Optimization exercise on an open flow, not production practice.
Function not checked: every run shown here.
Power: default activity.

===== design/flow/constraint.sdc =====
create_clock -name core_clock -period 6.0 [get_ports {clk}]
set_input_delay 1.2000 -clock core_clock [delete_from_list [all_inputs] [get_ports {clk}]]
set_output_delay 1.2000 -clock core_clock [all_outputs]
set_load 0.01 [all_outputs]

===== design/flow/config.mk =====
export PLATFORM = sky130hd
export DESIGN_NAME = Out_of_Order_divider
export DESIGN_NICKNAME = Out_of_Order_divider
export VERILOG_FILES = /design/flow/design.v
export SDC_FILE = /design/flow/constraint.sdc
export NUM_CORES = 4
export LEC_CHECK = 0
export CAP_MARGIN = 20
export CORE_MARGIN = 2
export CORE_UTILIZATION = 40
export PLACE_DENSITY = 0.6
export SLEW_MARGIN = 20

===== design/flow/standard.sh =====
#!/bin/bash
# synth_recipe.tcl (not shown) runs the flow's synth.tcl, then flattens the netlist and writes it again
# the make line also repeats each setting of config.mk as NAME=value (left out here)
make -C /OpenROAD-flow-scripts/flow DESIGN_CONFIG=/design/flow/config.mk WORK_HOME=/design/flow/orfs CLKGATE_MAP_FILE= SYNTH_SCRIPT=/design/flow/synth_recipe.tcl "${@:-finish}"

===== design/flow/design.v =====
module single_divider (Clk, a_in, d_in, q_out, r_out);
input Clk;
input [7:0] a_in, d_in;
output [7:0] q_out, r_out;
wire [0:0] x0 = a_in[7:7];
wire [1:0] b_0;
wire [0:0] df_0;
assign b_0[0] = 1'b0;
assign df_0[0] = x0[0] ^ d_in[0] ^ b_0[0];
assign b_0[1] = (~x0[0] & d_in[0]) | (~(x0[0] ^ d_in[0]) & b_0[0]);
wire ge_0 = (d_in[7:1] == 0) && !b_0[1];
wire [0:0] r1 = ge_0 ? df_0 : x0;
wire [0:0] qq1 = {ge_0};
wire [6:0] aa1 = a_in[6:0];
wire [1:0] x1 = {r1, aa1[6:6]};
wire [2:0] b_1;
wire [1:0] df_1;
assign b_1[0] = 1'b0;
assign df_1[0] = x1[0] ^ d_in[0] ^ b_1[0];
assign b_1[1] = (~x1[0] & d_in[0]) | (~(x1[0] ^ d_in[0]) & b_1[0]);
assign df_1[1] = x1[1] ^ d_in[1] ^ b_1[1];
assign b_1[2] = (~x1[1] & d_in[1]) | (~(x1[1] ^ d_in[1]) & b_1[1]);
wire ge_1 = (d_in[7:2] == 0) && !b_1[2];
wire [1:0] r2 = ge_1 ? df_1 : x1;
wire [1:0] qq2 = {qq1, ge_1};
wire [5:0] aa2 = aa1[5:0];
wire [2:0] x2 = {r2, aa2[5:5]};
wire [3:0] b_2;
wire [2:0] df_2;
assign b_2[0] = 1'b0;
assign df_2[0] = x2[0] ^ d_in[0] ^ b_2[0];
assign b_2[1] = (~x2[0] & d_in[0]) | (~(x2[0] ^ d_in[0]) & b_2[0]);
assign df_2[1] = x2[1] ^ d_in[1] ^ b_2[1];
assign b_2[2] = (~x2[1] & d_in[1]) | (~(x2[1] ^ d_in[1]) & b_2[1]);
assign df_2[2] = x2[2] ^ d_in[2] ^ b_2[2];
assign b_2[3] = (~x2[2] & d_in[2]) | (~(x2[2] ^ d_in[2]) & b_2[2]);
wire ge_2 = (d_in[7:3] == 0) && !b_2[3];
wire [2:0] r3 = ge_2 ? df_2 : x2;
wire [2:0] qq3 = {qq2, ge_2};
wire [4:0] aa3 = aa2[4:0];
reg [2:0] r_p1;
always @(posedge Clk) r_p1 <= r3;
reg [4:0] a_p1;
always @(posedge Clk) a_p1 <= aa3;
reg [2:0] q_p1;
always @(posedge Clk) q_p1 <= qq3;
reg [7:0] d_p1;
always @(posedge Clk) d_p1 <= d_in;
wire [3:0] x3 = {r_p1, a_p1[4:4]};
wire [4:0] b_3;
wire [3:0] df_3;
assign b_3[0] = 1'b0;
assign df_3[0] = x3[0] ^ d_p1[0] ^ b_3[0];
assign b_3[1] = (~x3[0] & d_p1[0]) | (~(x3[0] ^ d_p1[0]) & b_3[0]);
assign df_3[1] = x3[1] ^ d_p1[1] ^ b_3[1];
assign b_3[2] = (~x3[1] & d_p1[1]) | (~(x3[1] ^ d_p1[1]) & b_3[1]);
assign df_3[2] = x3[2] ^ d_p1[2] ^ b_3[2];
assign b_3[3] = (~x3[2] & d_p1[2]) | (~(x3[2] ^ d_p1[2]) & b_3[2]);
assign df_3[3] = x3[3] ^ d_p1[3] ^ b_3[3];
assign b_3[4] = (~x3[3] & d_p1[3]) | (~(x3[3] ^ d_p1[3]) & b_3[3]);
wire ge_3 = (d_p1[7:4] == 0) && !b_3[4];
wire [3:0] r4 = ge_3 ? df_3 : x3;
wire [3:0] qq4 = {q_p1, ge_3};
wire [3:0] aa4 = a_p1[3:0];
wire [4:0] x4 = {r4, aa4[3:3]};
wire [5:0] b_4;
wire [4:0] df_4;
assign b_4[0] = 1'b0;
assign df_4[0] = x4[0] ^ d_p1[0] ^ b_4[0];
assign b_4[1] = (~x4[0] & d_p1[0]) | (~(x4[0] ^ d_p1[0]) & b_4[0]);
assign df_4[1] = x4[1] ^ d_p1[1] ^ b_4[1];
assign b_4[2] = (~x4[1] & d_p1[1]) | (~(x4[1] ^ d_p1[1]) & b_4[1]);
assign df_4[2] = x4[2] ^ d_p1[2] ^ b_4[2];
assign b_4[3] = (~x4[2] & d_p1[2]) | (~(x4[2] ^ d_p1[2]) & b_4[2]);
assign df_4[3] = x4[3] ^ d_p1[3] ^ b_4[3];
assign b_4[4] = (~x4[3] & d_p1[3]) | (~(x4[3] ^ d_p1[3]) & b_4[3]);
assign df_4[4] = x4[4] ^ d_p1[4] ^ b_4[4];
assign b_4[5] = (~x4[4] & d_p1[4]) | (~(x4[4] ^ d_p1[4]) & b_4[4]);
wire ge_4 = (d_p1[7:5] == 0) && !b_4[5];
wire [4:0] r5 = ge_4 ? df_4 : x4;
wire [4:0] qq5 = {qq4, ge_4};
wire [2:0] aa5 = aa4[2:0];
wire [5:0] x5 = {r5, aa5[2:2]};
wire [6:0] b_5;
wire [5:0] df_5;
assign b_5[0] = 1'b0;
assign df_5[0] = x5[0] ^ d_p1[0] ^ b_5[0];
assign b_5[1] = (~x5[0] & d_p1[0]) | (~(x5[0] ^ d_p1[0]) & b_5[0]);
assign df_5[1] = x5[1] ^ d_p1[1] ^ b_5[1];
assign b_5[2] = (~x5[1] & d_p1[1]) | (~(x5[1] ^ d_p1[1]) & b_5[1]);
assign df_5[2] = x5[2] ^ d_p1[2] ^ b_5[2];
assign b_5[3] = (~x5[2] & d_p1[2]) | (~(x5[2] ^ d_p1[2]) & b_5[2]);
assign df_5[3] = x5[3] ^ d_p1[3] ^ b_5[3];
assign b_5[4] = (~x5[3] & d_p1[3]) | (~(x5[3] ^ d_p1[3]) & b_5[3]);
assign df_5[4] = x5[4] ^ d_p1[4] ^ b_5[4];
assign b_5[5] = (~x5[4] & d_p1[4]) | (~(x5[4] ^ d_p1[4]) & b_5[4]);
assign df_5[5] = x5[5] ^ d_p1[5] ^ b_5[5];
assign b_5[6] = (~x5[5] & d_p1[5]) | (~(x5[5] ^ d_p1[5]) & b_5[5]);
wire ge_5 = (d_p1[7:6] == 0) && !b_5[6];
wire [5:0] r6 = ge_5 ? df_5 : x5;
wire [5:0] qq6 = {qq5, ge_5};
wire [1:0] aa6 = aa5[1:0];
reg [5:0] r_p2;
always @(posedge Clk) r_p2 <= r6;
reg [1:0] a_p2;
always @(posedge Clk) a_p2 <= aa6;
reg [5:0] q_p2;
always @(posedge Clk) q_p2 <= qq6;
reg [7:0] d_p2;
always @(posedge Clk) d_p2 <= d_p1;
wire [6:0] x6 = {r_p2, a_p2[1:1]};
wire [7:0] b_6;
wire [6:0] df_6;
assign b_6[0] = 1'b0;
assign df_6[0] = x6[0] ^ d_p2[0] ^ b_6[0];
assign b_6[1] = (~x6[0] & d_p2[0]) | (~(x6[0] ^ d_p2[0]) & b_6[0]);
assign df_6[1] = x6[1] ^ d_p2[1] ^ b_6[1];
assign b_6[2] = (~x6[1] & d_p2[1]) | (~(x6[1] ^ d_p2[1]) & b_6[1]);
assign df_6[2] = x6[2] ^ d_p2[2] ^ b_6[2];
assign b_6[3] = (~x6[2] & d_p2[2]) | (~(x6[2] ^ d_p2[2]) & b_6[2]);
assign df_6[3] = x6[3] ^ d_p2[3] ^ b_6[3];
assign b_6[4] = (~x6[3] & d_p2[3]) | (~(x6[3] ^ d_p2[3]) & b_6[3]);
assign df_6[4] = x6[4] ^ d_p2[4] ^ b_6[4];
assign b_6[5] = (~x6[4] & d_p2[4]) | (~(x6[4] ^ d_p2[4]) & b_6[4]);
assign df_6[5] = x6[5] ^ d_p2[5] ^ b_6[5];
assign b_6[6] = (~x6[5] & d_p2[5]) | (~(x6[5] ^ d_p2[5]) & b_6[5]);
assign df_6[6] = x6[6] ^ d_p2[6] ^ b_6[6];
assign b_6[7] = (~x6[6] & d_p2[6]) | (~(x6[6] ^ d_p2[6]) & b_6[6]);
wire ge_6 = (d_p2[7:7] == 0) && !b_6[7];
wire [6:0] r7 = ge_6 ? df_6 : x6;
wire [6:0] qq7 = {q_p2, ge_6};
wire [0:0] aa7 = a_p2[0:0];
wire [7:0] x7 = {r7, aa7[0:0]};
wire [8:0] b_7;
wire [7:0] df_7;
assign b_7[0] = 1'b0;
assign df_7[0] = x7[0] ^ d_p2[0] ^ b_7[0];
assign b_7[1] = (~x7[0] & d_p2[0]) | (~(x7[0] ^ d_p2[0]) & b_7[0]);
assign df_7[1] = x7[1] ^ d_p2[1] ^ b_7[1];
assign b_7[2] = (~x7[1] & d_p2[1]) | (~(x7[1] ^ d_p2[1]) & b_7[1]);
assign df_7[2] = x7[2] ^ d_p2[2] ^ b_7[2];
assign b_7[3] = (~x7[2] & d_p2[2]) | (~(x7[2] ^ d_p2[2]) & b_7[2]);
assign df_7[3] = x7[3] ^ d_p2[3] ^ b_7[3];
assign b_7[4] = (~x7[3] & d_p2[3]) | (~(x7[3] ^ d_p2[3]) & b_7[3]);
assign df_7[4] = x7[4] ^ d_p2[4] ^ b_7[4];
assign b_7[5] = (~x7[4] & d_p2[4]) | (~(x7[4] ^ d_p2[4]) & b_7[4]);
assign df_7[5] = x7[5] ^ d_p2[5] ^ b_7[5];
assign b_7[6] = (~x7[5] & d_p2[5]) | (~(x7[5] ^ d_p2[5]) & b_7[5]);
assign df_7[6] = x7[6] ^ d_p2[6] ^ b_7[6];
assign b_7[7] = (~x7[6] & d_p2[6]) | (~(x7[6] ^ d_p2[6]) & b_7[6]);
assign df_7[7] = x7[7] ^ d_p2[7] ^ b_7[7];
assign b_7[8] = (~x7[7] & d_p2[7]) | (~(x7[7] ^ d_p2[7]) & b_7[7]);
wire ge_7 = 1'b1 && !b_7[8];
wire [7:0] r8 = ge_7 ? df_7 : x7;
wire [7:0] qq8 = {qq7, ge_7};
assign q_out = qq8;
assign r_out = r8;
endmodule
`timescale 1 ns / 100 ps
module Out_of_Order_divider (clk, rst, start, memory_write_complete, dd_addr, dd_data, qr_we, qr_addr, qr_data);
input clk, rst, start;
output memory_write_complete;
output [4:0] dd_addr;
input [15:0] dd_data;
output qr_we;
output [4:0] qr_addr;
output [15:0] qr_data;
reg [5:0] cnt;
reg run;
wire last = run && (cnt == 6'd33);
always @(posedge clk, posedge rst)
begin
  if (rst) begin
    cnt <= 6'd0;
    run <= 1'b0;
  end else if (last) begin
    cnt <= 6'd0;
    run <= 1'b0;
  end else if (start || run) begin
    cnt <= cnt + 6'd1;
    run <= 1'b1;
  end
end
wire [5:0] wcnt = cnt - 6'd2;
assign dd_addr = cnt[4:0];
assign qr_we = run && (cnt >= 6'd2);
assign qr_addr = wcnt[4:0];
assign memory_write_complete = last;
single_divider divider (.Clk(clk), .a_in(dd_data[15:8]), .d_in(dd_data[7:0]), .q_out(qr_data[15:8]), .r_out(qr_data[7:0]));
endmodule

===== design/flow/flow/run.sh =====
#!/bin/bash
# The standard layout, with every input and output port buffered by a
# sky130_fd_sc_hd__buf_1 instead of the resizer's default choice.
set -euo pipefail
bash standard.sh BUFFER_PORTS_ARGS="-buffer_cell sky130_fd_sc_hd__buf_1" ADDER_MAP_FILE= finish > standard.log 2>&1

==> flow_metrics.tcl, run 1 <==
set metrics [dict create \
    first_pass_iters 5 \
    busiest_layer "met2" \
    yosysUniqueCellTypes 71 \
    p_sw_share_pct 38.5 \
    grt_pass1_wl_mm 11.2 \
    cts_setup_buffers 0 \
    async_flop_share_pct 14.6 \
    track_usage_pct 15.8 \
    vias 2687 \
    rows 32 \
    synth_edf_count 0 \
    regToRegSetupSlack_ns 1.59 \
    synth_seq_area_share_pct 31.7 \
    grt_pass1_vias 2416 \
    power_density_mw_per_mm2 299 \
    hold_end "divider.q_p2[5]$_DFF_P_" \
    final_layout_size_suffix_gt1_share_pct 8.58 \
    postSynthAreaPerCell_sq_um 8.37 \
    critPathKind "reg -> out" \
    finalCriticalPeriod_ns 5.45 \
    setup_viol 0 \
    tritoncts "built" \
    synth_area_sq_mm 0.00314 \
    dp_hpwl_mm 5.12 \
    htreeDepth 2 \
    crit_arrival_ns 4.25 \
    root_buffer "clkbuf_8" \
    worstRegToRegCells 15 \
    grt-ovfl-total 0 \
    hold_violations 0 \
    vdd_drop_max_uv 102 \
    final_common_cell "buf_1" \
    power_frac_seq_pct 41.3 \
    grt_max_degree 18 \
    combPwrFrac_pct 39.1 \
    grt_util_met1_pct 20.9 \
    finalPower_mw 1.02 \
    cp-end-kind "output pin" \
    die_x_um 92.6 \
    ctsHoldBuffers 0 \
    met2_usage_pct 26.5 \
    crit_chain "and2b_4 > maj3_2 > a211oi_4 > o211ai_2 > and4b_4 > nor4_4 > a31oi_2 > o311ai_2 > o2111ai_1 > and3_1 > or4_1 > o211ai_2 > a211oi_1 > a21oi_1 > buf_1" \
    maxCapViolCount 0 \
    synthFlopType "dfxtp_1" \
    critPathMaxStageDelay_ns 0.44 \
    pwr-share-clk_pct 19.6 \
    hp-class "reg -> reg" \
    synth_seq_cells 48 \
    path_clk_slew_ns 0.09 \
    fin_tns_setup_ns 0 \
    critPathLaunchType "register" \
    slowest_stage "or4_1" \
    syn_inst 375 \
    worstHoldStart "divider.q_p1[2]$_DFF_P_" \
    routedWlPerCell_um 12.9 \
    slew_headroom_pct 57.9 \
    cp_num_buf_inv 1 \
    antenna_left 0 \
    critPathMostFrequentCell "o211ai_2" \
    hold_depth 0 \
    die_y_um 92.6 \
    io_pins 47 \
    use_met3_pct 2.36 \
    place_ws_ns 0.884 \
    drcViolationCount 0 \
    syn_to_final_growth_pct 8.65 \
    grt_setup_unrepaired "false" \
    fin_nets 426 \
    floorplan.initialDensity_pct 41.0 \
    worst_ep_required_time_ns 4.80 \
    synth.net_count 394 \
    min_period_over_period_pct 90.9 \
    clkLatencyLatePin_ns 0.30 \
    internal_power_mw 0.627 \
    gp_congestion 0.926 \
    viasPerCell 5.27 \
    skew_ns 0.0100 \
    cts_buffers 5 \
    drt_wl_total_mm 6.57 \
    fmax_mhz 183 \
    status "no timing/DRC/antenna violations" \
    path_delay_family "simple AND/OR/NAND/NOR gates" \
    clockBufferDepth 2 \
    diodes 0 \
    yosys_warnings 2 \
    final_cell_mix "46 x buf_1, 41 x dfxtp_1, 35 x nand2_1, 34 x xnor2_1, 30 x nor2_1" \
    cts_num_sinks 48 \
    tightest_slew_ns 0.631 \
    leakage_nw 1.24 \
    antenna_found_initial 0 \
    design.core.area_sq_mm 0.00765 \
    r2r_end "divider.r_p2[1]$_DFF_P_" \
    post_cts_resized 0 \
    slew_violations 0 \
    dieArea_sq_mm 0.00857 \
    rr_startpoint "divider.d_p1[0]$_DFF_P_" \
    timing.final.ws_setup_ns 0.547 \
    io_buffers 46 \
    p_sw_mw 0.393 \
    holdWs_ns 0.333 \
    path_max_fanout 9 \
    drt_iter0_drc 147 \
]
final cells by class:
cell class	instances	area (sq um)
fill	787	4240
multi-input combinational	281	1920
sequential	48	996
timing repair buffer	46	173
tap	102	128
inverter	25	96.3
clock buffer	7	86.3
clock inverter	1	8.76
power by group through the flow:
stage                     clock [mW]  combinational (mW)  sequential [mW]
after global placement             0               0.394            0.426
final                          0.200               0.399            0.421
after detailed placement           0               0.401            0.428
after CTS                      0.206               0.403            0.420
after global routing           0.219               0.441            0.429
after floorplan                    0               0.369            0.395
flip-flops by register name (all words and copies together) (netlist names):
| register | cells |
|---|---|
| divider.d_p2 | 8 |
| divider.q_p1 | 3 |
| cnt | 6 |
| divider.r_p2 | 6 |
| divider.a_p2 | 2 |
| run | 1 |
| divider.q_p2 | 6 |
| divider.a_p1 | 5 |
| divider.d_p1 | 8 |
| divider.r_p1 | 3 |
metal layers:
metal  vias to the layer above  part of all wire, %
met4                         0                  2.1
met2                        74                   47
met1                      1238                   46
met5                         -                    0
li1                       1364                    -
met3                        11                  4.1
worst max path at each step:
| stage | start | to | cells past startpoint |
|---|---|---|---|
| 5_1_grt | divider.a_p2[1]$_DFF_P_ | qr_data[1] | 15 |
| 4_1_cts | divider.a_p2[1]$_DFF_P_ | qr_data[1] | 15 |
| 3_3_place_gp | divider.a_p2[1]$_DFF_P_ | qr_data[1] | 15 |
| 6_report | divider.a_p2[1]$_DFF_P_ | qr_data[1] | 15 |
| 2_1_floorplan | divider.d_p2[0]$_DFF_P_ | qr_data[1] | 16 |
| 3_5_place_dp | divider.a_p2[1]$_DFF_P_ | qr_data[1] | 15 |
Yosys cell counts (3+ instances only):
library cell | number | share of area (%)
dfxtp_1 | 41 | 26
nand2_1 | 35 | 4.2
xnor2_1 | 34 | 9.5
nor2_1 | 30 | 3.6
inv_1 | 24 | 2.9
a21oi_1 | 18 | 2.9
o21ai_0 | 15 | 2.4
nand2b_1 | 11 | 2.2
xor2_1 | 11 | 3.1
nand3_1 | 10 | 1.6
nor3_1 | 10 | 1.6
buf_4 | 9 | 2.2
nor2b_1 | 8 | 1.6
clkbuf_1 | 7 | 0.84
dfrtp_1 | 7 | 5.6
a211oi_1 | 5 | 1.2
or2_2 | 5 | 1.0
and2_1 | 4 | 0.80
maj3_1 | 4 | 1.3
o21a_1 | 4 | 0.96
a211o_1 | 3 | 0.84
a21o_1 | 3 | 0.72
and3_1 | 3 | 0.60
buf_2 | 3 | 0.48
mux2i_1 | 3 | 0.96
o211ai_1 | 3 | 0.72
o22ai_1 | 3 | 0.60
o31ai_2 | 3 | 1.2
or3_1 | 3 | 0.60
worst register-to-register path, stage by stage (launching register included):
cell and delay (ns):
dfxtp_1 0.70, nor2b_2 0.39, a211oi_1 0.12, a21oi_1 0.39, o22ai_2 0.18, xnor2_1 0.39, nor4_2 0.13, nor3_4 0.32
inv_4 0.11, mux2i_1 0.17, o31ai_2 0.28, o31ai_2 0.14, o2111a_1 0.30, or3_1 0.37, o2111ai_1 0.11, xor2_1 0.22
cells by family after synthesis:
logic type                 share of synthesized area, %
DFF                                                31.7
xor gates and xnor gates                           13.1
buffers and inverters                              7.02
and+or+nand+nor                                    24.1
AOI/OAI and AO/OA                                  21.1
muxes                                             0.957
adders and majority gates                          1.99
metrics by stage:
step                area, sq um  instances  util (%)
floorplan                  3140        375         -
global placement           3310        502      43.3
detailed placement         3310        502      43.3
CTS                        3410        510      44.6
global route               3410        510      44.6
finish                     3410        510      44.6
==> run 2, diff against run 1 <==
--- a/design/flow/config.mk
+++ b/design/flow/config.mk
@@ -11,2 +11,3 @@
 export PLACE_DENSITY = 0.6
+export SETUP_SLACK_MARGIN = 1.0
 export SLEW_MARGIN = 20
==> run 2 against run 1 <==
Compared with the run above:
- total power is 3.3% higher
- count of clock-buffer cells in the layout stayed put
- die area stayed put
- sequential cell count stayed put
- sequential share of layout area is 0.96 points lower
- first-iteration DRC count is 7.5% lower
- critical path type unchanged
==> flow_metrics.tcl, run 2 <==
set metrics [dict create \
    status "no timing/DRC/antenna violations" \
    syn_to_final_growth_pct 13.5 \
    synth.net_count 394 \
    synth_common_cells "41 x dfxtp_1, 35 x nand2_1, 34 x xnor2_1" \
    yosys_warnings 2 \
    routedWlPerCell_um 13.1 \
    fin_nets 437 \
    floorplan.initialDensity_pct 41.0 \
    critPathMostFrequentCell "o211ai_2" \
    cts_buffers 5 \
    critPathMaxStageDelay_ns 0.41 \
    antenna_left 0 \
    synth_area_sq_mm 0.00314 \
    power_density_mw_per_mm2 296 \
    die_y_um 92.6 \
    clkLatencyLatePin_ns 0.30 \
    synthTopCellsByArea "dfxtp_1 26%, xnor2_1 9.5%, dfrtp_1 5.6%" \
    postSynthAreaPerCell_sq_um 8.37 \
    timing.final.ws_setup_ns 0.968 \
    drcViolationCount 0 \
    slew_headroom_pct 58.1 \
    worst_ep_required_time_ns 4.80 \
    reg_top3 "divider.d_p1 (8), divider.d_p2 (8)" \
    final_common_cell "buf_1" \
    path_clk_slew_ns 0.09 \
    yosysUniqueCellTypes 71 \
    drt_iter0_drc 136 \
    final_layout_size_suffix_gt1_share_pct 14.8 \
    design.core.area_sq_mm 0.00765 \
    grt-ovfl-total 0 \
    synth_seq_cells 48 \
    clockBufferDepth 2 \
    hp-class "reg -> reg" \
    skew_ns 0.0100 \
    async_flop_share_pct 14.6 \
    finalPower_mw 1.05 \
    diodes 0 \
    slew_violations 0 \
    synth_edf_count 0 \
    io_buffers 46 \
    first_pass_iters 5 \
    fin_tns_setup_ns 0 \
    leakage_nw 1.31 \
    vdd_drop_max_uv 102 \
    io_pins 47 \
    rows 32 \
    crit_chain "and2b_4 > maj3_2 > a211oi_4 > o211ai_2 > buf_4 > a21oi_2 > xnor2_2 > a31oi_2 > o311ai_2 > o2111ai_1 > and3_4 > or4_1 > o211ai_2 > a211oi_1 > a21oi_1 > buf_2" \
    cts_num_sinks 48 \
    yosysMostFrequentCell "dfxtp_1" \
    die_x_um 92.6 \
    track_usage_pct 16.6 \
    gp_congestion 0.926 \
    fin_util_pct 46.6 \
    slowest_stage "or4_1" \
    htreeDepth 2 \
    setup_viol 0 \
    vias 2758 \
    synth_seq_area_share_pct 31.7 \
    synth_area_leader_cell "dfxtp_1" \
    syn_inst 375 \
    final_cell_mix "43 x buf_1, 37 x dfxtp_1, 34 x nand2_1, 32 x xnor2_1, 30 x nor2_1" \
    place_ws_ns 0.884 \
    viasPerCell 5.29 \
    path_max_fanout 4 \
    grt_max_degree 18 \
    fmax_mhz 199 \
    ctsHoldBuffers 0 \
    drt_wl_total_mm 6.85 \
    root_buffer "clkbuf_8" \
    hold_violations 0 \
    crit_arrival_ns 3.83 \
    critPathLaunchType "register" \
    dieArea_sq_mm 0.00857 \
    finalCriticalPeriod_ns 5.03 \
    tightest_slew_ns 0.628 \
    maxCapViolCount 0 \
    critPathKind "reg -> out" \
    antenna_found_initial 0 \
    grt_pass1_vias 2513 \
    cp-end-kind "output pin" \
    grt_pass1_wl_mm 11.7 \
    tritoncts "built" \
    grt_setup_unrepaired "true" \
    nFillCells 769 \
    synth_top_cell_area_share_pct 26.2 \
    dp_hpwl_mm 5.12 \
    min_period_over_period_pct 83.9 \
    synthFlopType "dfxtp_1" \
]
run 2: per-layer routing:
layer | GRT usage [%] | vias to the layer above | share of wire, %
met5 | 0 | - | 0
met4 | 6.47 | 0 | 2.8
met3 | 2.36 | 15 | 3.9
met2 | 27.9 | 78 | 48
met1 | 21.5 | 1273 | 46
li1 | - | 1392 | -
run 2: timing repair:
| item | CTS | global route |
|---|---|---|
| gates cloned | 0 | 0 |
| setup buffers | 11 | 0 |
| gates resized for setup | 15 | 6 |
| setup endpoints to repair | 6 | 8 |
| pin swaps | 11 | 2 |
run 2: final timing paths:
| path | from | endpoint | slack, ns | cells after the start |
|---|---|---|---|---|
| min in group asynchronous | rst | run$_DFFE_PP0P_ | 0.79 | 2 |
| worst max register to register | divider.d_p1[0]$_DFF_P_ | divider.r_p2[1]$_DFF_P_ | 1.59 | 15 |
| worst max-delay path | divider.a_p2[1]$_DFF_P_ | qr_data[1] | 0.97 | 16 |
| worst min register to register | divider.a_p1[1]$_DFF_P_ | divider.a_p2[1]$_DFF_P_ | 0.33 | 0 |
| worst min-delay path | divider.a_p1[1]$_DFF_P_ | divider.a_p2[1]$_DFF_P_ | 0.33 | 0 |
| max in group asynchronous | rst | cnt[3]$_DFFE_PP0P_ | 5.00 | 2 |
run 2: kinds of logic (layout without fill, tap and decap cells):
| logic type | after synthesis | count (layout) | share of synthesized area (%) |
|---|---|---|---|
| DFF | 48 | 48 | 31.7 |
| and+or+nand+nor | 138 | 138 | 24.1 |
| xor gates and xnor gates | 46 | 46 | 13.1 |
| AOI/OAI and AO/OA | 88 | 88 | 21.1 |
| adders and majority gates | 6 | 6 | 1.99 |
| buffers and inverters | 46 | 90 | 7.02 |
| muxes | 3 | 3 | 0.957 |
run 2: critical path: cells and delay by family (launching register included):
| kind | cells | cell delay, ns |
|---|---|---|
| XOR/XNOR | 1 | 0.16 |
| adder cells (fa/ha/maj) | 1 | 0.34 |
| buffers and inverters | 2 | 0.32 |
| AND/OR/NAND/NOR | 3 | 0.81 |
| AO/OA/AOI/OAI | 9 | 1.53 |
| flip-flops | 1 | 0.35 |
run 2: layout make-up:
type	count	area (sq um)	area share, %
clock inverter	1	8.76	0.246
sequential	48	1010	28.3
multi-input combinational	281	1980	55.5
tap	102	128	3.58
timing repair buffer	57	259	7.27
clock buffer	7	86.3	2.42
inverter	25	96.3	2.71
run 2: per-stage QoR:
stage | hold WS (ns) | std cells | area (sq um)
finish | 0.328 | 521 | 3560
global route | 0.333 | 521 | 3560
CTS | 0.334 | 521 | 3550
detailed placement | 0.314 | 502 | 3310
global placement | 0.312 | 502 | 3310
floorplan | 0.310 | 375 | 3140
run 2: power breakdown:
group          switching, mW  internal (mW)  total (mW)
logic                  0.236          0.196       0.432
clock network          0.106         0.0946       0.200
registers             0.0620          0.359       0.421
==> run 3, diff against run 2 <==
--- a/design/flow/config.mk
+++ b/design/flow/config.mk
@@ -11,3 +11,3 @@
 export PLACE_DENSITY = 0.6
-export SETUP_SLACK_MARGIN = 1.0
+export SETUP_SLACK_MARGIN = 1.5
 export SLEW_MARGIN = 20
==> run 3 against run 2 <==
Compared with the run above:
- area after synthesis did not move
- wire length grew 1.1%
- critical path depth increased by 1
- sequential cell count unchanged
- non-clock buffer count is the same
- core utilization up 0.95 points
- global-route usage hardly changed
- still clean
- count of clock-buffer cells in the layout decreased by 1
- highest routed layer unchanged
- sequential power about the same
- clock skew is 0.0011 ns higher
- critical endpoint unchanged
- design area grew 2.0%
- combinational power grew 6.3%
==> flow_metrics.tcl, run 3 <==
set metrics [dict create \
    clkLatencyLatePin_ns 0.30 \
    reg_top3 "divider.d_p1 (8), divider.d_p2 (8)" \
    design.core.area_sq_mm 0.00765 \
    final_common_cell "buf_1" \
    slew_violations 0 \
    drt_iter0_drc 148 \
    diodes 0 \
    fin_tns_setup_ns 0 \
    vdd_drop_max_uv 116 \
    maxCapViolCount 0 \
    rows 32 \
    clockBufferDepth 2 \
    multi_input_area_sq_mm 0.00204 \
    path_clk_slew_ns 0.09 \
    htreeDepth 2 \
    grt_setup_unrepaired "true" \
    grt_pass1_wl_mm 11.7 \
    cts_buffers 5 \
    dp_hpwl_mm 5.05 \
    gp_congestion 0.927 \
    min_period_over_period_pct 83.1 \
    viasPerCell 5.14 \
    drcViolationCount 0 \
    yosys_warnings 2 \
    track_usage_pct 16.6 \
    yosysMostFrequentCell "dfxtp_1" \
    nFillCells 740 \
    synth_area_sq_mm 0.00314 \
    io_buffers 46 \
    syn_inst 375 \
    tightest_slew_ns 0.637 \
    postSynthAreaPerCell_sq_um 8.37 \
    hp-class "reg -> reg" \
    cts_num_sinks 48 \
    synthTopCellsByArea "dfxtp_1 26%, xnor2_1 9.5%, dfrtp_1 5.6%" \
    status "no timing/DRC/antenna violations" \
    first_pass_iters 4 \
    final_cell_mix "37 x buf_1, 35 x dfxtp_1, 34 x nand2_1, 32 x xnor2_1, 26 x nor2_1" \
    slew_headroom_pct 57.5 \
    die_x_um 92.6 \
    routedWlPerCell_um 13.3 \
    setup_viol 0 \
    antenna_found_initial 0 \
    syn_to_final_growth_pct 15.8 \
    power_density_mw_per_mm2 298 \
    synth_area_leader_cell "dfxtp_1" \
    fin_nets 437 \
    crit_arrival_ns 3.79 \
    synth_top_cell_area_share_pct 26.2 \
    skew_ns 0.0111 \
    root_buffer "clkbuf_8" \
    yosysUniqueCellTypes 71 \
    synthFlopType "dfxtp_1" \
    vias 2677 \
    drt_wl_total_mm 6.92 \
    synth_seq_area_share_pct 31.7 \
    fin_util_pct 47.5 \
    grt_pass1_vias 2566 \
    grt_max_degree 18 \
    cp-end-kind "output pin" \
    grt-ovfl-total 0 \
    finalCriticalPeriod_ns 4.99 \
    fmax_mhz 201 \
    crit_chain "and2b_4 > maj3_2 > a211oi_4 > buf_4 > o31ai_4 > buf_4 > a21oi_4 > xnor2_2 > and2_1 > o311ai_2 > o2111ai_1 > and3_4 > or4_4 > o211ai_2 > a211oi_1 > a21oi_1 > buf_2" \
    ctsHoldBuffers 0 \
    critPathKind "reg -> out" \
    dp_cells 502 \
    leakage_nw 1.34 \
    synth_edf_count 0 \
    stdcell_count 521 \
    critPathMostFrequentCell "buf_4" \
    antenna_left 0 \
    die_y_um 92.6 \
    synth_common_cells "41 x dfxtp_1, 35 x nand2_1, 34 x xnor2_1" \
    hold_violations 0 \
    seq_area_sq_mm 0.00101 \
    worst_ep_required_time_ns 4.80 \
    slowest_stage "or4_4" \
    path_max_fanout 6 \
    io_pins 47 \
    async_flop_share_pct 14.6 \
    final_layout_size_suffix_gt1_share_pct 19.1 \
    floorplan.initialDensity_pct 41.0 \
    tritoncts "built" \
    synth_seq_cells 48 \
    critPathLaunchType "register" \
    synth.net_count 394 \
    critPathMaxStageDelay_ns 0.41 \
    dieArea_sq_mm 0.00857 \
]
==> run 3: cell counts after synthesis <==
No cell type changed its count.
==> run 3: worst paths after layout <==
check                                        start                       to  slack, ns  cells past startpoint
max reg2reg                divider.d_p1[0]$_DFF_P_  divider.r_p2[2]$_DFF_P_       1.84                     14
max                        divider.a_p2[1]$_DFF_P_               qr_data[1]       1.01                     17
min reg2reg                divider.q_p1[0]$_DFF_P_  divider.q_p2[3]$_DFF_P_       0.33                      0
min                        divider.q_p1[0]$_DFF_P_  divider.q_p2[3]$_DFF_P_       0.33                      0
min in group asynchronous                      rst       cnt[0]$_DFFE_PP0P_       0.79                      2
max in group asynchronous                      rst          run$_DFFE_PP0P_       4.99                      2
==> run 3: cell type report <==
| type | instances | area share [%] |
|---|---|---|
| clock buffer | 6 | 2.27 |
| clock inverter | 2 | 0.379 |
| inverter | 25 | 2.65 |
| multi-input combinational | 281 | 56.2 |
| sequential | 48 | 27.7 |
| tap | 102 | 3.51 |
| timing repair buffer | 57 | 7.33 |
==> run 3: logic make-up (layout without fill, tap and decap cells) <==
| group | Yosys count | after routing | synth area share, % |
|---|---|---|---|
| AO/OA/AOI/OAI | 88 | 88 | 21.1 |
| XOR/XNOR | 46 | 46 | 13.1 |
| adder cells (fa/ha/maj) | 6 | 6 | 1.99 |
| buffers and inverters | 46 | 90 | 7.02 |
| flip-flops | 48 | 48 | 31.7 |
| multiplexers | 3 | 3 | 0.957 |
| AND/OR/NAND/NOR | 138 | 138 | 24.1 |
==> run 3: worst max-delay path: cells and delay by family, from the launching register on <==
| kind | cells | cell delay [ns] |
|---|---|---|
| compound gates | 8 | 1.25 |
| xor+xnor | 1 | 0.09 |
| fa+ha+maj | 1 | 0.34 |
| buf+inv | 3 | 0.48 |
| flops | 1 | 0.33 |
| simple gates | 4 | 0.99 |
==> run 3: metal layers <==
metal	vias to the layer above	GRT usage, %	part of all wire, %
met3	9	2.20	2.7
met2	42	28.4	48
met1	1236	21.6	48
met4	0	5.35	1.4
li1	1390	-	-
met5	-	0	0
==> run 3: report_power, final <==
group | switching, mW | internal [mW]
registers | 0.0626 | 0.359
logic | 0.249 | 0.210
clock network | 0.109 | 0.0943
total | 0.420 | 0.664
==> run 3: stage by stage <==
stage                     setup slack (ns)  power (mW)  hold slack, ns  area (sq um)
after floorplan                       1.33       0.764           0.310          3140
after global placement                1.12       0.820           0.310          3320
after detailed placement             0.995       0.827           0.312          3320
after CTS                            0.868        1.08           0.323          3540
after global routing                 0.827        1.16           0.341          3630
final                                 1.01        1.08           0.326          3630
==> run 3: repair_timing <==
action                                  in CTS  in global routing
endpoints found under the setup margin       9                 14
gates resized for setup                     27                 16
setup buffers                                7                  4
pin swaps                                   11                  7
hold endpoints to repair                     0                  0
==> run 4, diff against run 3 <==
--- a/design/flow/design.v
+++ b/design/flow/design.v
@@ -155,4 +155,8 @@
 wire [7:0] qq8 = {qq7, ge_7};
-assign q_out = qq8;
-assign r_out = r8;
+reg [7:0] r_p3;
+always @(posedge Clk) r_p3 <= r8;
+reg [7:0] q_p3;
+always @(posedge Clk) q_p3 <= qq8;
+assign q_out = q_p3;
+assign r_out = r_p3;
 endmodule
@@ -169,3 +173,3 @@
 reg run;
-wire last = run && (cnt == 6'd33);
+wire last = run && (cnt == 6'd34);
 always @(posedge clk, posedge rst)
@@ -183,5 +187,5 @@
 end
-wire [5:0] wcnt = cnt - 6'd2;
+wire [5:0] wcnt = cnt - 6'd3;
 assign dd_addr = cnt[4:0];
-assign qr_we = run && (cnt >= 6'd2);
+assign qr_we = run && (cnt >= 6'd3);
 assign qr_addr = wcnt[4:0];
--- a/design/flow/config.mk
+++ b/design/flow/config.mk
@@ -11,3 +11,2 @@
 export PLACE_DENSITY = 0.6
-export SETUP_SLACK_MARGIN = 1.5
 export SLEW_MARGIN = 20
==> run 4 against run 3 <==
Compared with the run above:
- non-clock buffer count fell by 11
- wire length rose by 2.6%
- sequential cell count rose by 16
- combinational power fell by 18%
- hold slack improved by 0.0027 ns
- area after synthesis rose by 8.5%
- die area rose by 8.2%
- setup slack improved by 0.19 ns
- still clean on timing, DRC and antenna
- first-iteration DRC count fell by 37%
- core utilization fell by 1.5 points
==> flow_metrics.tcl, run 4 <==
set metrics [dict create \
    status "no timing/DRC/antenna violations" \
    hold_violations 0 \
    async_flop_share_pct 10.9 \
    timing.final.ws_setup_ns 1.20 \
    dieArea_sq_mm 0.00927 \
    top_layer_used "met4" \
    yosys_warnings 2 \
    critPathMostFrequentCell "o31ai_1" \
    diodes 0 \
    clkLatencyLatePin_ns 0.34 \
    post_cts_resized 0 \
    grt_max_degree 18 \
    cts_num_sinks 64 \
    place_ws_ns 1.19 \
    gp_congestion 0.829 \
    tightest_slew_ns 0.851 \
    path_clk_slew_ns 0.07 \
    floorplan.initialDensity_pct 41.4 \
    path_max_fanout 16 \
    synthTopCellsByArea "dfxtp_1 34%, xor2_1 5.7%, dfrtp_1 5.1%" \
    antenna_found_initial 0 \
    critPathLaunchType "register" \
    final_layout_size_suffix_gt1_share_pct 7.76 \
    critPathMaxStageDelay_ns 0.63 \
    postSynthAreaPerCell_sq_um 8.58 \
    cts_setup_buffers 0 \
    crit_arrival_ns 5.02 \
    maxCapViolCount 0 \
    routedWlPerCell_um 13.1 \
    synth-compound-area-share_pct 22.4 \
    hp-class "reg -> reg" \
    viasPerCell 5.38 \
    vias 2922 \
    dr_wl_met2_mm 3.58 \
    first_pass_iters 4 \
    final_cell_mix "57 x dfxtp_1, 46 x buf_1, 37 x nand2_1, 28 x nor2_1" \
    fin_tns_setup_ns 0 \
    synthFlopType "dfxtp_1" \
    drcViolationCount 0 \
    finalCriticalPeriod_ns 4.80 \
    yosys.area_share.adder_pct 1.84 \
    synth_area_sq_mm 0.00341 \
    yosysMostFrequentCell "dfxtp_1" \
    dp_hpwl_mm 5.42 \
    grt_pass1_vias 2687 \
    antenna_left 0 \
    min_period_over_period_pct 80.0 \
    grt-ovfl-total 0 \
    synth_xor_area_share_pct 10.3 \
    worst_ep_required_time_ns 6.22 \
    power_density_mw_per_mm2 334 \
    clockBufferDepth 2 \
    fmax_mhz 208 \
    routedLengthMet1_mm 3.08 \
    fin_nets 452 \
    drt_iter0_drc 93 \
    rows 33 \
    critPathKind "reg -> reg" \
    track_usage_pct 16.5 \
    skew_ns 0.00841 \
    synth_area_leader_cell "dfxtp_1" \
    grt_setup_unrepaired "false" \
    io_buffers 46 \
    syn_inst 397 \
    synth_common_cells "57 x dfxtp_1, 37 x nand2_1, 28 x nor2_1" \
    setup_viol 0 \
    slowest_stage "dfxtp_1" \
    drt_wl_total_mm 7.10 \
    synth_seq_area_share_pct 38.6 \
    ctsHoldBuffers 0 \
    final_common_cell "dfxtp_1" \
    synth_simple_gate_area_share_pct 20.5 \
    cp-end-kind "register" \
    crit_chain "nand2b_1 > o211a_1 > o31ai_1 > a21oi_2 > mux2i_1 > a41oi_1 > o31ai_4 > a21oi_1 > o31ai_1 > o31ai_2 > o211ai_2 > a32oi_1 > nor3_2 > o221ai_1 > xor2_1" \
    slew_headroom_pct 42.5 \
    leakage_nw 1.42 \
    synth_edf_count 0 \
    cts_buffers 9 \
    synthMuxAreaShare_pct 0.918 \
    root_buffer "clkbuf_8" \
    vdd_drop_max_uv 123 \
    slew_violations 0 \
    grt_pass1_wl_mm 11.9 \
    design.core.area_sq_mm 0.00822 \
    synth_seq_cells 64 \
    die_x_um 96.3 \
    yosysUniqueCellTypes 71 \
    tritoncts "built" \
    io_pins 47 \
    met3_length_um 359 \
    syn_to_final_growth_pct 11.0 \
    synth_top_cell_area_share_pct 33.5 \
    die_y_um 96.3 \
    synth.net_count 416 \
    htreeDepth 3 \
    synth_top_family_by_area "compound AO/OA/AOI/OAI gates" \
]
[run 4: changes by cell type in the layout (fill, tap and decap cells not counted), moves of 3 or more]
| cell | previous run | this run |
|---|---|---|
| buf_4 | 11 | 0 |
| o21ai_0 | 13 | 22 |
| clkbuf_8 | 6 | 9 |
| xnor2_1 | 32 | 18 |
| nand2_1 | 34 | 37 |
| dfxtp_1 | 35 | 57 |
| xnor2_2 | 3 | 0 |
| nor4_1 | 2 | 6 |
| buf_1 | 37 | 46 |
| a31oi_1 | 1 | 8 |
| xor2_1 | 10 | 22 |
| dfxtp_2 | 5 | 0 |
| buf_2 | 9 | 0 |
[run 4: cells by family after synthesis]
| kind of cell | count (synthesis) |
|---|---|
| fa+ha+maj | 6 |
| mux | 3 |
| flops | 64 |
| buf+inv | 43 |
| xor+xnor | 40 |
| simple gates | 137 |
| compound gates | 104 |
[run 4: per-layer routing]
| metal | global-route usage, % | vias to the layer above |
|---|---|---|
| met5 | 0 | - |
| met4 | 6.07 | 0 |
| met3 | 4.70 | 11 |
| met2 | 29.7 | 64 |
| met1 | 18.5 | 1362 |
| li1 | - | 1485 |
[run 4: metrics by stage]
step / utilization [%] / instance area, sq um / power, mW / hold WS, ns / cells
floorplan: - / 3410 / 0.866 / 0.310 / 397
global placement: 43.9 / 3610 / 0.945 / 0.313 / 527
detailed placement: 43.9 / 3610 / 0.952 / 0.312 / 527
CTS: 46.0 / 3780 / 1.28 / 0.330 / 543
global route: 46.0 / 3780 / 1.35 / 0.331 / 543
finish: 46.0 / 3780 / 1.26 / 0.329 / 543
[run 4: final cells by class]
class	count	area, sq um
flip-flops and latches	64	1320
clock buffers	10	128
multi-input cells	290	1910
repair buffers	46	173
inverters	22	82.6
fillers	848	4440
clock inverters	6	43.8
well taps	105	131
[run 4: power by group]
part	switching, mW	total (mW)	internal [mW]
sequential	0.0733	0.563	0.490
clock	0.171	0.322	0.151
combinational	0.219	0.376	0.158
[run 4: critical path: cells and delay by family (launching register included)]
kind	cells	cell delay, ns
AOI/OAI and AO/OA	11	3.02
xor gates and xnor gates	1	0.16
DFF	1	0.63
muxes	1	0.28
and+or+nand+nor	2	0.57
[run 4: path summary, 6_finish.rpt]
kind | startpoint | to | slack [ns] | depth (start not counted)
worst max register to register | divider.d_p1[0]$_DFF_P_ | divider.r_p2[1]$_DFF_P_ | 1.20 | 15
max in group asynchronous | rst | cnt[1]$_DFFE_PP0P_ | 5.05 | 2
min in group asynchronous | rst | cnt[4]$_DFFE_PP0P_ | 0.74 | 2
worst max-delay path | divider.d_p1[0]$_DFF_P_ | divider.r_p2[1]$_DFF_P_ | 1.20 | 15
worst min-delay path | divider.q_p1[2]$_DFF_P_ | divider.q_p2[5]$_DFF_P_ | 0.33 | 0
worst min register to register | divider.q_p1[2]$_DFF_P_ | divider.q_p2[5]$_DFF_P_ | 0.33 | 0
==> run 5, diff against run 4 <==
--- a/design/flow/design.v
+++ b/design/flow/design.v
@@ -40,11 +40,3 @@
 wire [4:0] aa3 = aa2[4:0];
-reg [2:0] r_p1;
-always @(posedge Clk) r_p1 <= r3;
-reg [4:0] a_p1;
-always @(posedge Clk) a_p1 <= aa3;
-reg [2:0] q_p1;
-always @(posedge Clk) q_p1 <= qq3;
-reg [7:0] d_p1;
-always @(posedge Clk) d_p1 <= d_in;
-wire [3:0] x3 = {r_p1, a_p1[4:4]};
+wire [3:0] x3 = {r3, aa3[4:4]};
 wire [4:0] b_3;
@@ -52,15 +44,23 @@
 assign b_3[0] = 1'b0;
-assign df_3[0] = x3[0] ^ d_p1[0] ^ b_3[0];
-assign b_3[1] = (~x3[0] & d_p1[0]) | (~(x3[0] ^ d_p1[0]) & b_3[0]);
-assign df_3[1] = x3[1] ^ d_p1[1] ^ b_3[1];
-assign b_3[2] = (~x3[1] & d_p1[1]) | (~(x3[1] ^ d_p1[1]) & b_3[1]);
-assign df_3[2] = x3[2] ^ d_p1[2] ^ b_3[2];
-assign b_3[3] = (~x3[2] & d_p1[2]) | (~(x3[2] ^ d_p1[2]) & b_3[2]);
-assign df_3[3] = x3[3] ^ d_p1[3] ^ b_3[3];
-assign b_3[4] = (~x3[3] & d_p1[3]) | (~(x3[3] ^ d_p1[3]) & b_3[3]);
-wire ge_3 = (d_p1[7:4] == 0) && !b_3[4];
+assign df_3[0] = x3[0] ^ d_in[0] ^ b_3[0];
+assign b_3[1] = (~x3[0] & d_in[0]) | (~(x3[0] ^ d_in[0]) & b_3[0]);
+assign df_3[1] = x3[1] ^ d_in[1] ^ b_3[1];
+assign b_3[2] = (~x3[1] & d_in[1]) | (~(x3[1] ^ d_in[1]) & b_3[1]);
+assign df_3[2] = x3[2] ^ d_in[2] ^ b_3[2];
+assign b_3[3] = (~x3[2] & d_in[2]) | (~(x3[2] ^ d_in[2]) & b_3[2]);
+assign df_3[3] = x3[3] ^ d_in[3] ^ b_3[3];
+assign b_3[4] = (~x3[3] & d_in[3]) | (~(x3[3] ^ d_in[3]) & b_3[3]);
+wire ge_3 = (d_in[7:4] == 0) && !b_3[4];
 wire [3:0] r4 = ge_3 ? df_3 : x3;
-wire [3:0] qq4 = {q_p1, ge_3};
-wire [3:0] aa4 = a_p1[3:0];
-wire [4:0] x4 = {r4, aa4[3:3]};
+wire [3:0] qq4 = {qq3, ge_3};
+wire [3:0] aa4 = aa3[3:0];
+reg [3:0] r_p1;
+always @(posedge Clk) r_p1 <= r4;
+reg [3:0] a_p1;
+always @(posedge Clk) a_p1 <= aa4;
+reg [3:0] q_p1;
+always @(posedge Clk) q_p1 <= qq4;
+reg [7:0] d_p1;
+always @(posedge Clk) d_p1 <= d_in;
+wire [4:0] x4 = {r_p1, a_p1[3:3]};
 wire [5:0] b_4;
@@ -80,4 +80,4 @@
 wire [4:0] r5 = ge_4 ? df_4 : x4;
-wire [4:0] qq5 = {qq4, ge_4};
-wire [2:0] aa5 = aa4[2:0];
+wire [4:0] qq5 = {q_p1, ge_4};
+wire [2:0] aa5 = a_p1[2:0];
 wire [5:0] x5 = {r5, aa5[2:2]};
@@ -155,8 +155,4 @@
 wire [7:0] qq8 = {qq7, ge_7};
-reg [7:0] r_p3;
-always @(posedge Clk) r_p3 <= r8;
-reg [7:0] q_p3;
-always @(posedge Clk) q_p3 <= qq8;
-assign q_out = q_p3;
-assign r_out = r_p3;
+assign q_out = qq8;
+assign r_out = r8;
 endmodule
@@ -173,3 +169,3 @@
 reg run;
-wire last = run && (cnt == 6'd34);
+wire last = run && (cnt == 6'd33);
 always @(posedge clk, posedge rst)
@@ -187,5 +183,5 @@
 end
-wire [5:0] wcnt = cnt - 6'd3;
+wire [5:0] wcnt = cnt - 6'd2;
 assign dd_addr = cnt[4:0];
-assign qr_we = run && (cnt >= 6'd3);
+assign qr_we = run && (cnt >= 6'd2);
 assign qr_addr = wcnt[4:0];
==> run 5 against run 4 <==
Compared with the run above:
- hold slack improved by 0.0033 ns
- wire length decreased by 11%
- global-route usage decreased by 1.6 points
- total power decreased by 19%
- clock power decreased by 28%
- non-clock buffer count increased by 1
- die area decreased by 8.0%
==> flow_metrics.tcl, run 5 <==
set metrics [dict create \
    status "no timing/DRC/antenna violations" \
    yosysMostFrequentCell "dfxtp_1" \
    grt-ovfl-total 0 \
    final_common_cell "buf_1" \
    antenna_found_initial 0 \
    grt_pass1_vias 2315 \
    fmax_mhz 183 \
    tightest_slew_ns 0.614 \
    fin_nets 421 \
    yosys_warnings 2 \
    diodes 0 \
    syn_inst 371 \
    first_pass_iters 4 \
    rows 32 \
    cts_buffers 5 \
    critPathMostFrequentCell "nor4b_2" \
    min_period_over_period_pct 91.2 \
    vias 2604 \
    slew_headroom_pct 58.0 \
    cts_num_sinks 49 \
    track_usage_pct 14.9 \
    syn_to_final_growth_pct 9.01 \
    fin_util_pct 44.5 \
    synth_seq_area_share_pct 32.5 \
    clkLatencyLatePin_ns 0.30 \
    slowest_stage "dfxtp_1" \
    leakage_nw 1.25 \
    post_cts_resized 0 \
    setup_viol 0 \
    root_buffer "clkbuf_8" \
    drt_wl_total_mm 6.32 \
    crit_chain "nor2b_1 > a221oi_2 > o22ai_2 > a2111oi_0 > nor4b_2 > a222oi_1 > o32ai_2 > a21oi_1 > o31a_1 > o31ai_4 > nor4b_2 > o21ai_1 > a41oi_2 > buf_1" \
    worst_ep_required_time_ns 4.80 \
    dieArea_sq_mm 0.00853 \
    path_clk_slew_ns 0.09 \
    final_layout_size_suffix_gt1_share_pct 8.68 \
    critPathMaxStageDelay_ns 0.50 \
    ctsHoldBuffers 0 \
    antenna_left 0 \
    fin_tns_setup_ns 0 \
    synth_seq_cells 49 \
    async_flop_share_pct 14.3 \
    grt_setup_unrepaired "false" \
    slew_violations 0 \
    gp_congestion 0.806 \
    hold_violations 0 \
    placed_cell_area_sq_mm 0.00329 \
    maxCapViolCount 0 \
    crit_arrival_ns 4.27 \
    reg_top3 "divider.d_p1 (8), divider.d_p2 (8)" \
    synth_area_sq_mm 0.00312 \
    yosysUniqueCellTypes 74 \
    drt_iter0_drc 133 \
    io_pins 47 \
    drcViolationCount 0 \
    routedWlPerCell_um 12.5 \
    synth_top_cell_area_share_pct 26.9 \
    fin_area_sq_mm 0.00340 \
    floorplan.initialDensity_pct 40.8 \
    cts_setup_buffers 0 \
    dp_hpwl_mm 4.92 \
    path_max_fanout 12 \
    io_buffers 46 \
    viasPerCell 5.16 \
    synthFlopType "dfxtp_1" \
    critPathLaunchType "register" \
    path_delay_family "compound AO/OA/AOI/OAI gates" \
    cp_num_buf_inv 1 \
    grt_max_degree 17 \
    synth_area_leader_cell "dfxtp_1" \
    skew_ns 0.00626 \
    tritoncts "built" \
    holdWs_ns 0.332 \
    synth.net_count 390 \
    vdd_drop_max_uv 128 \
    design.core.area_sq_mm 0.00765 \
    cp-end-kind "output pin" \
    clockBufferDepth 2 \
    power_density_mw_per_mm2 298 \
    die_y_um 92.4 \
    final_cell_mix "46 x buf_1, 42 x dfxtp_1, 38 x nand2_1, 34 x xnor2_1, 31 x nor2_1" \
    htreeDepth 2 \
    die_x_um 92.4 \
    finalCriticalPeriod_ns 5.47 \
    synthTopCellsByArea "dfxtp_1 27%, xnor2_1 9.5%, dfrtp_1 5.6%" \
    hp-class "reg -> reg" \
    grt_pass1_wl_mm 10.6 \
    critPathKind "reg -> out" \
    synth_common_cells "42 x dfxtp_1, 38 x nand2_1, 34 x xnor2_1" \
    synth_edf_count 0 \
    postSynthAreaPerCell_sq_um 8.42 \
]
-- run 5: changes by cell type after synthesis, sizes merged, moves of 4 or more --
cell / previous run / this run
o211ai: 5 / 1
dfxtp: 57 / 42
xnor2: 18 / 34
xor2: 22 / 11
buf: 8 / 17
o21ai: 25 / 14
clkbuf: 13 / 6
-- run 5: logic make-up after synthesis --
logic type                 synth area share (%)
DFF                                        32.5
adders and majority gates                  1.68
AOI/OAI and AO/OA                          21.4
buffers and inverters                      7.25
and+or+nand+nor                            23.2
muxes                                      1.36
xor gates and xnor gates                   12.6
-- run 5: metal layers --
layer | share of wire (%) | GRT usage, % | routed length (um) | vias to the layer above
met5 | 0 | 0 | 0 | -
met4 | 1.2 | 4.73 | 75 | 0
met3 | 2.5 | 2.03 | 158 | 7
met2 | 50 | 26.0 | 3180 | 48
met1 | 46 | 19.2 | 2910 | 1193
li1 | - | - | - | 1356
-- run 5: path summary, 6_finish.rpt --
kind	slack [ns]	endpoint	startpoint	depth (start not counted)
max	0.53	qr_data[1]	divider.d_p2[0]$_DFF_P_	14
min	0.33	divider.q_p2[2]$_DFF_P_	divider.q_p1[0]$_DFF_P_	0
max reg2reg	2.21	divider.r_p2[1]$_DFF_P_	divider.d_p1[0]$_DFF_P_	14
min reg2reg	0.33	divider.q_p2[2]$_DFF_P_	divider.q_p1[0]$_DFF_P_	0
max in group asynchronous	5.00	cnt[5]$_DFFE_PP0P_	rst	2
min in group asynchronous	0.78	cnt[3]$_DFFE_PP0P_	rst	2
-- run 5: layout make-up --
class	count	area (sq um)
well taps	102	128
multi-input cells	277	1890
fillers	771	4240
clock inverters	2	38.8
clock buffers	6	72.6
inverters	22	82.6
repair buffers	47	180
flip-flops and latches	49	1020
-- run 5: metrics by stage --
step | total power [mW] | worst slack [ns] | std cells
after global routing | 1.09 | 0.175 | 505
final | 1.02 | 0.529 | 505
after global placement | 0.786 | 0.897 | 497
after detailed placement | 0.792 | 0.792 | 497
after floorplan | 0.736 | 1.66 | 371
after CTS | 1.03 | 0.438 | 505
-- run 5: where the power goes --
group          leakage (nW)  total, mW  internal, mW  switching (mW)
clock                0.0558      0.233         0.126           0.107
sequential            0.431      0.421         0.365          0.0559
combinational         0.765      0.362         0.157           0.205
total                  1.25       1.02         0.648           0.368
==> run 6, diff against run 5 <==
--- a/design/flow/design.v
+++ b/design/flow/design.v
@@ -155,4 +155,8 @@
 wire [7:0] qq8 = {qq7, ge_7};
-assign q_out = qq8;
-assign r_out = r8;
+reg [7:0] r_p3;
+always @(posedge Clk) r_p3 <= r8;
+reg [7:0] q_p3;
+always @(posedge Clk) q_p3 <= qq8;
+assign q_out = q_p3;
+assign r_out = r_p3;
 endmodule
@@ -169,3 +173,3 @@
 reg run;
-wire last = run && (cnt == 6'd33);
+wire last = run && (cnt == 6'd34);
 always @(posedge clk, posedge rst)
@@ -183,5 +187,5 @@
 end
-wire [5:0] wcnt = cnt - 6'd2;
+wire [5:0] wcnt = cnt - 6'd3;
 assign dd_addr = cnt[4:0];
-assign qr_we = run && (cnt >= 6'd2);
+assign qr_we = run && (cnt >= 6'd3);
 assign qr_addr = wcnt[4:0];
==> run 6 against run 5 <==
Compared with the run above:
- fmax increased by 30%
- clock skew hardly changed
- design area increased by 17%
- core utilization increased by 1.4 points
- sequential cell count up 16
==> flow_metrics.tcl, run 6 <==
set metrics [dict create \
    pwr-share-clk_pct 27.5 \
    synth.net_count 421 \
    antenna_left 0 \
    synthFlopType "dfxtp_1" \
    busiest_layer "met2" \
    tightest_slew_ns 0.673 \
    ctsHoldBuffers 0 \
    cts_num_sinks 65 \
    diodes 0 \
    hp-class "reg -> reg" \
    vdd_drop_max_uv 126 \
    clockBufferDepth 2 \
    synthTopCellsByArea "dfxtp_1 33%, xnor2_1 8.3%, dfrtp_1 4.9%" \
    synth_area_sq_mm 0.00357 \
    combPwrFrac_pct 30.9 \
    routedWlPerCell_um 13.2 \
    fin_nets 460 \
    track_usage_pct 15.4 \
    gp_congestion 0.908 \
    setup_viol 0 \
    path_delay_family "compound AO/OA/AOI/OAI gates" \
    final_layout_size_suffix_gt1_share_pct 8.07 \
    drt_iter0_drc 99 \
    clkLatencyLatePin_ns 0.33 \
    p_sw_mw 0.479 \
    cts_buffers 9 \
    synth_top_cell_area_share_pct 32.5 \
    fmax_mhz 237 \
    status "no timing/DRC/antenna violations" \
    dp_hpwl_mm 5.58 \
    final_cell_mix "58 x dfxtp_1, 46 x buf_1, 34 x xnor2_1, 28 x nand2_1" \
    synth_area_leader_cell "dfxtp_1" \
    synth_simple_gate_area_share_pct 18.8 \
    post_cts_resized 0 \
    final_common_cell "dfxtp_1" \
    crit_chain "buf_1 > nor4_1 > nand2_1 > o21ai_0 > maj3_1 > a2111oi_0 > nor3_1 > nand2_1 > a221oi_1 > o21ai_0 > a311oi_1 > xnor2_1" \
    yosys_warnings 2 \
    cts_setup_buffers 0 \
    grt_pass1_vias 2585 \
    maxCapViolCount 0 \
    cp_num_buf_inv 1 \
    slew_violations 0 \
    grt_util_met1_pct 19.9 \
    postSynthAreaPerCell_sq_um 8.89 \
    die_y_um 98.5 \
    slowest_stage "nor4_1" \
    met2_usage_pct 25.1 \
    yosysMostFrequentCell "dfxtp_1" \
    worst_ep_required_time_ns 6.26 \
    holdWs_ns 0.327 \
    io_buffers 46 \
    syn_inst 402 \
    internal_power_mw 0.865 \
    path_clk_slew_ns 0.07 \
    path_max_fanout 5 \
    htreeDepth 3 \
    power_frac_seq_pct 41.7 \
    synth-compound-area-share_pct 22.8 \
    p_sw_share_pct 35.7 \
    die_x_um 98.5 \
    critPathLaunchType "primary input" \
    syn_to_final_growth_pct 11.5 \
    synth_common_cells "58 x dfxtp_1, 34 x xnor2_1, 28 x nand2_1" \
    drcViolationCount 0 \
    fin_tns_setup_ns 0 \
    async_flop_share_pct 10.8 \
    min_period_over_period_pct 70.3 \
    cp-end-kind "register" \
    slew_headroom_pct 55.1 \
    dieArea_sq_mm 0.00970 \
    drt_wl_total_mm 7.34 \
    hold_violations 0 \
    floorplan.initialDensity_pct 41.2 \
    grt-ovfl-total 0 \
    skew_ns 0.00675 \
    first_pass_iters 4 \
    critPathMaxStageDelay_ns 0.54 \
    use_met3_pct 2.91 \
    leakage_nw 1.51 \
    grt_max_degree 18 \
    synth_xor_area_share_pct 12.5 \
    finalCriticalPeriod_ns 4.22 \
    synth_seq_area_share_pct 37.4 \
    power_density_mw_per_mm2 337 \
    grt_pass1_wl_mm 12.2 \
    synthMuxAreaShare_pct 1.19 \
    synth_seq_cells 65 \
    design.core.area_sq_mm 0.00868 \
    yosys.area_share.adder_pct 2.28 \
    synth_top_family_by_area "compound AO/OA/AOI/OAI gates" \
    synth_edf_count 0 \
    io_pins 47 \
    viasPerCell 5.33 \
    vias 2951 \
    crit_arrival_ns 4.48 \
    grt_setup_unrepaired "false" \
    tritoncts "built" \
    antenna_found_initial 0 \
    critPathKind "in -> reg" \
    root_buffer "clkbuf_8" \
    yosysUniqueCellTypes 72 \
    rows 34 \
]
run 6: stage by stage:
step	worst slack, ns	power, mW	utilization (%)	area [sq um]	instances
global placement	1.65	0.981	43.6	3790	538
detailed placement	1.53	0.988	43.6	3790	538
finish	1.78	1.34	45.9	3980	554
CTS	1.90	1.36	45.9	3980	554
global route	1.58	1.43	45.9	3980	554
floorplan	2.16	0.900	-	3570	402
run 6: per-layer routing:
metal	up-vias	share of wire, %
li1	1508	-
met1	1374	48
met2	59	47
met3	10	3.8
met4	0	1.7
met5	-	0
run 6: path summary, 6_finish.rpt:
kind                                          from  cells after the start                 endpoint  slack (ns)
setup / recovery                        dd_data[6]                     12  divider.r_p1[1]$_DFF_P_        1.78
hold / removal             divider.a_p1[0]$_DFF_P_                      0  divider.a_p2[0]$_DFF_P_        0.33
setup reg to reg           divider.a_p2[1]$_DFF_P_                     13  divider.r_p3[1]$_DFF_P_        2.30
hold reg to reg            divider.a_p1[0]$_DFF_P_                      0  divider.a_p2[0]$_DFF_P_        0.33
max in group asynchronous                      rst                      2          run$_DFFE_PP0P_        5.04
min in group asynchronous                      rst                      2       cnt[1]$_DFFE_PP0P_        0.75
run 6: logic make-up (layout without fill, tap and decap cells):
kind of cell | count (synthesis) | in the layout
xor+xnor | 50 | 50
fa+ha+maj | 8 | 8
buf+inv | 41 | 85
flops | 65 | 65
compound gates | 109 | 109
mux | 4 | 4
simple gates | 125 | 125
run 6: area by class of cell:
class	instances	area [sq um]
Inverter	23	86.3
Clock inverter	6	68.8
Timing Repair Buffer	46	173
Fill cell	862	4690
Clock buffer	10	128
Tap cell	108	135
Sequential cell	65	1340
Multi-Input combinational cell	296	2060
run 6: worst reg2reg max path: stages, from the launching register on:
cell	delay, ns
dfxtp_1	0.43
and2b_4	0.24
maj3_2	0.36
a211o_4	0.40
a21o_1	0.21
inv_2	0.12
a21oi_1	0.13
o311ai_1	0.36
o211ai_2	0.22
a2111oi_4	0.48
o21ai_1	0.18
a32oi_1	0.25
nor3b_2	0.07
xnor2_1	0.12
run 6: power by group through the flow:
stage	registers, mW	logic [mW]	clock network (mW)
floorplan	0.560	0.340	0
global placement	0.569	0.412	0
detailed placement	0.570	0.418	0
CTS	0.560	0.419	0.381
global route	0.571	0.462	0.399
finish	0.560	0.415	0.369
==> run 7, diff against run 6 <==
--- a/design/flow/config.mk
+++ b/design/flow/config.mk
@@ -11,2 +11,3 @@
 export PLACE_DENSITY = 0.6
+export SETUP_SLACK_MARGIN = 2.0
 export SLEW_MARGIN = 20
==> run 7 against run 6 <==
Compared with the run above:
- first-iteration DRC count shrank 6.1%
- synthesized cell count unchanged
- fmax is 11% higher
- largest power group unchanged
- design area grew 0.69%
- clock power about the same
==> flow_metrics.tcl, run 7 <==
set metrics [dict create \
    dp_hpwl_mm 5.58 \
    first_pass_iters 4 \
    syn_to_final_growth_pct 12.3 \
    dieArea_sq_mm 0.00970 \
    leakage_nw 1.52 \
    synth.net_count 421 \
    pwr-share-clk_pct 27.4 \
    skew_ns 0.00686 \
    met2_usage_pct 25.0 \
    crit_arrival_ns 4.06 \
    slew_headroom_pct 61.3 \
    ctsHoldBuffers 0 \
    synth_common_cells "58 x dfxtp_1, 34 x xnor2_1, 28 x nand2_1" \
    critPathKind "in -> reg" \
    diodes 0 \
    p_sw_share_pct 35.7 \
    path_clk_slew_ns 0.07 \
    async_flop_share_pct 10.8 \
    critPathMaxStageDelay_ns 0.40 \
    fin_tns_setup_ns 0 \
    grt_pass1_wl_mm 12.3 \
    synthFlopType "dfxtp_1" \
    htreeDepth 3 \
    track_usage_pct 15.5 \
    internal_power_mw 0.865 \
    slew_violations 0 \
    fin_nets 460 \
    critPathLaunchType "primary input" \
    holdWs_ns 0.327 \
    yosysMostFrequentCell "dfxtp_1" \
    gp_congestion 0.908 \
    cts_num_sinks 65 \
    syn_inst 402 \
    synthTopCellsByArea "dfxtp_1 33%, xnor2_1 8.3%, dfrtp_1 4.9%" \
    cts_setup_buffers 0 \
    final_layout_size_suffix_gt1_share_pct 9.64 \
    synth_area_leader_cell "dfxtp_1" \
    design.core.area_sq_mm 0.00868 \
    power_frac_seq_pct 41.6 \
    io_pins 47 \
    rows 34 \
    routedWlPerCell_um 13.3 \
    floorplan.initialDensity_pct 41.2 \
    synth_seq_area_share_pct 37.4 \
    maxCapViolCount 0 \
    tritoncts "built" \
    synth_seq_cells 65 \
    grt_pass1_vias 2613 \
    cp-end-kind "register" \
    postSynthAreaPerCell_sq_um 8.89 \
    power_density_mw_per_mm2 335 \
    antenna_found_initial 0 \
    grt_util_met1_pct 20.0 \
    vias 2933 \
    clockBufferDepth 2 \
    root_buffer "clkbuf_8" \
    min_period_over_period_pct 63.3 \
    worst_ep_required_time_ns 6.26 \
    grt_max_degree 18 \
    yosys_warnings 2 \
    die_y_um 98.5 \
    path_max_fanout 8 \
    io_buffers 46 \
    stdcell_count 554 \
    crit_chain "buf_1 > nor2_1 > a31oi_1 > o22ai_1 > a21oi_2 > maj3_1 > a221oi_1 > nor3_1 > nand2_1 > a221oi_2 > o21ai_0 > a311oi_1 > xnor2_1" \
    final_common_cell "dfxtp_1" \
    p_sw_mw 0.480 \
    synth_edf_count 0 \
    clkLatencyLatePin_ns 0.33 \
    drt_iter0_drc 93 \
    drt_wl_total_mm 7.34 \
    viasPerCell 5.29 \
    final_cell_mix "58 x dfxtp_1, 43 x buf_1, 34 x xnor2_1, 28 x nand2_1, 27 x nor2_1" \
    hold_violations 0 \
    tightest_slew_ns 0.578 \
    setup_viol 0 \
    hp-class "reg -> reg" \
    busiest_layer "met2" \
    dp_cells 538 \
    combPwrFrac_pct 31.0 \
    slowest_stage "a221oi_2" \
    use_met3_pct 2.98 \
    synth_area_sq_mm 0.00357 \
    die_x_um 98.5 \
    yosysUniqueCellTypes 72 \
    finalCriticalPeriod_ns 3.80 \
    grt_setup_unrepaired "true" \
    synth_top_cell_area_share_pct 32.5 \
    vdd_drop_max_uv 126 \
    cts_buffers 9 \
    drcViolationCount 0 \
    grt-ovfl-total 0 \
    status "no timing/DRC/antenna violations" \
    fmax_mhz 263 \
    antenna_left 0 \
]
[run 7: cell types whose count changed in the layout (fill, tap and decap cells not counted), sizes merged]
cell / delta
buf: -3
clkbuf: +3
[run 7: worst max-delay path, delay by kind of cell]
kind | cells | cell delay, ns
XOR/XNOR | 1 | 0.15
adder cells (fa/ha/maj) | 1 | 0.22
AND/OR/NAND/NOR | 3 | 0.66
AO/OA/AOI/OAI | 7 | 1.53
buffers and inverters | 1 | 0.32
[run 7: cell families after synthesis]
| logic type | count (synthesis) | synth area share [%] |
|---|---|---|
| and+or+nand+nor | 125 | 18.8 |
| DFF | 65 | 37.4 |
| xor gates and xnor gates | 50 | 12.5 |
| muxes | 4 | 1.19 |
| AOI/OAI and AO/OA | 109 | 22.8 |
| buffers and inverters | 41 | 5.01 |
| adders and majority gates | 8 | 2.28 |
[run 7: power by group through the flow]
stage | Sequential [mW] | Combinational (mW) | Clock [mW]
after global routing | 0.571 | 0.464 | 0.399
after CTS | 0.560 | 0.419 | 0.381
final | 0.560 | 0.417 | 0.369
after global placement | 0.569 | 0.412 | 0
after floorplan | 0.560 | 0.340 | 0
after detailed placement | 0.570 | 0.418 | 0
[run 7: final timing paths]
check	startpoint	to	slack, ns	cells past startpoint
setup / recovery	dd_data[2]	divider.r_p1[1]$_DFF_P_	2.20	13
max in group asynchronous	rst	run$_DFFE_PP0P_	5.04	2
min in group asynchronous	rst	cnt[1]$_DFFE_PP0P_	0.75	2
setup reg to reg	divider.a_p2[1]$_DFF_P_	divider.r_p3[1]$_DFF_P_	2.30	13
hold / removal	divider.a_p1[0]$_DFF_P_	divider.a_p2[0]$_DFF_P_	0.33	0
hold reg to reg	divider.a_p1[0]$_DFF_P_	divider.a_p2[0]$_DFF_P_	0.33	0
[run 7: repair_timing]
item,in CTS,in global routing
resized for setup,1,6
setup endpoints to repair,1,3
pin swaps,0,1
gates cloned,0,0
[run 7: metal layers]
metal | wire length (um) | up-vias
met1 | 3490 | 1347
li1 | - | 1512
met5 | 0 | -
met4 | 148 | 0
met3 | 277 | 12
met2 | 3430 | 62
[run 7: layout make-up]
type                       instances  area [sq um]
sequential                        65          1340
inverter                          23          86.3
clock inverter                     6          68.8
timing repair buffer              46           176
clock buffer                      10           128
tap                              108           135
fill                             859          4670
multi-input combinational        296          2080
[run 7: metrics by stage]
step	worst slack, ns	util [%]	total power, mW	area [sq um]
5_1_grt	2.00	46.2	1.43	4010
3_5_place_dp	1.53	43.6	0.988	3790
3_3_place_gp	1.65	43.6	0.981	3790
2_1_floorplan	2.16	-	0.900	3570
4_1_cts	2.06	46.0	1.36	3990
6_report	2.20	46.2	1.35	4010
